What follows belongs to an exercise in optimizing a design on an open flow for small area and a short achievable clock period; a production flow would make more cautious choices.

==> flow/design.v <==
`timescale 1ns/10ps
module CS(Y, X, reset, clk);
input clk, reset;
input  [7:0] X;
output [9:0] Y;
function [7:0] div9;
    input [11:0] s;
    reg [3:0] r;
    reg [4:0] t;
    integer b;
    begin
        r = s[11:8];
        for (b = 7; b >= 0; b = b - 1) begin
            t = {r, s[b]};
            div9[b] = (t >= 5'd9);
            r = div9[b] ? (t - 5'd9) : t[3:0];
        end
    end
endfunction
reg [7:0] w [0:8];
reg [11:0] S;
reg [8:0] g;    
integer i;
wire [11:0] Sn = S + {4'd0, X} - {4'd0, w[8]};
wire [7:0] avgn = div9(Sn);
always @(posedge clk or posedge reset) begin
    if (reset) begin
        for (i = 0; i < 9; i = i + 1) w[i] <= 8'd0;
        S <= 12'd0;
        g <= 9'd0;
    end else begin
        w[0] <= X;
        for (i = 0; i < 8; i = i + 1) w[i+1] <= w[i];
        S <= Sn;
        g[0] <= X > avgn;
        for (i = 0; i < 8; i = i + 1) g[i+1] <= w[i] > avgn;
    end
end
wire [8:0] f = ~g;
function [8:0] pick;  
    input [8:0] a, b;
    begin
        if (a[8] & (~b[8] | (a[7:0] >= b[7:0]))) pick = a;
        else pick = {b[8], b[7:0]};
    end
endfunction
wire [8:0] l1_0 = pick({f[0], w[0]}, {f[1], w[1]});
wire [8:0] l1_1 = pick({f[2], w[2]}, {f[3], w[3]});
wire [8:0] l1_2 = pick({f[4], w[4]}, {f[5], w[5]});
wire [8:0] l1_3 = pick({f[6], w[6]}, {f[7], w[7]});
wire [8:0] l2_0 = pick(l1_0, l1_1);
wire [8:0] l2_1 = pick(l1_2, l1_3);
wire [8:0] l3_0 = pick(l2_0, l2_1);
wire [8:0] l4_0 = pick(l3_0, {f[8], w[8]});
wire [7:0] A = l4_0[7:0];
wire [12:0] T = {1'b0, S} + {2'b0, A, 3'b0} + {5'b0, A};
assign Y = T[12:3];
endmodule
Settings: LEC_CHECK=0, CAP_MARGIN=20, CORE_MARGIN=2, CORE_UTILIZATION=40, SLEW_MARGIN=20; clock period 20.0 ns.
run.sh (not shown) runs the stock make flow with config.mk's settings and CLKGATE_MAP_FILE= SYNTH_SCRIPT=/design/flow/synth_recipe.tcl, a recipe that flattens the netlist after the stock synthesis.
Change:
--- a/flow/design.v
+++ b/flow/design.v
@@ -2,8 +2,21 @@
 module CS(Y, X, reset, clk);
 input clk, reset;
 input  [7:0] X;
 output [9:0] Y;
+reg [7:0] w [0:8];
+reg [11:0] S;
+integer i;
+always @(posedge clk or posedge reset) begin
+    if (reset) begin
+        for (i = 0; i < 9; i = i + 1) w[i] <= 8'd0;
+        S <= 12'd0;
+    end else begin
+        w[0] <= X;
+        for (i = 0; i < 8; i = i + 1) w[i+1] <= w[i];
+        S <= S + {4'd0, X} - {4'd0, w[8]};
+    end
+end
 function [7:0] div9;
     input [11:0] s;
     reg [3:0] r;
     reg [4:0] t;
@@ -16,28 +29,14 @@
             r = div9[b] ? (t - 5'd9) : t[3:0];
         end
     end
 endfunction
-reg [7:0] w [0:8];
-reg [11:0] S;
-reg [8:0] g;    
-integer i;
-wire [11:0] Sn = S + {4'd0, X} - {4'd0, w[8]};
-wire [7:0] avgn = div9(Sn);
-always @(posedge clk or posedge reset) begin
-    if (reset) begin
-        for (i = 0; i < 9; i = i + 1) w[i] <= 8'd0;
-        S <= 12'd0;
-        g <= 9'd0;
-    end else begin
-        w[0] <= X;
-        for (i = 0; i < 8; i = i + 1) w[i+1] <= w[i];
-        S <= Sn;
-        g[0] <= X > avgn;
-        for (i = 0; i < 8; i = i + 1) g[i+1] <= w[i] > avgn;
-    end
-end
-wire [8:0] f = ~g;
+wire [7:0] avg = div9(S);
+wire [8:0] f;
+genvar g;
+generate for (g = 0; g < 9; g = g + 1) begin : cmp
+    assign f[g] = (w[g] <= avg);
+end endgenerate
 function [8:0] pick;  
     input [8:0] a, b;
     begin
         if (a[8] & (~b[8] | (a[7:0] >= b[7:0]))) pick = a;
=> Wire length fell by 5.9%; worst hold slack gets better by 16 ps; design area shrinks by 1.6%; die area is lower by 4.9%; utilization rose by 2.1 points; critical path depth came out higher by 17; fmax is lower by 15%; area after synthesis falls by 5.0%.
No run of this note included a check of the RTL's function; only the layout flow was run.

[afterwards: timing with drivers on the ports]
Ports are ideal in the flow. The routed layouts listed here were re-timed in OpenROAD. Step 1, drivers: a clkbuf_16 drives clk and a buf_2 each remaining input, both assumed. Step 2 moves the port delays by t, midway between the first and last clock arrival at a register: inputs arrive t later, outputs are due t later. That takes back most of the time a late clock gives input paths. Slacks: ideal ports / drivers / drivers and shift; pairs: ideal ports / drivers.
run	t (ns)	slack for setup (ns)	worst setup path at the end	clock arrival spread, ns
the first run	0.389	3.847 / 3.806 / 4.195	register to output	0.009 / 0.009
the second run	0.395	1.015 / 0.972 / 1.366	register to output	0.011 / 0.011
After both steps setup and hold are still met in every run listed.
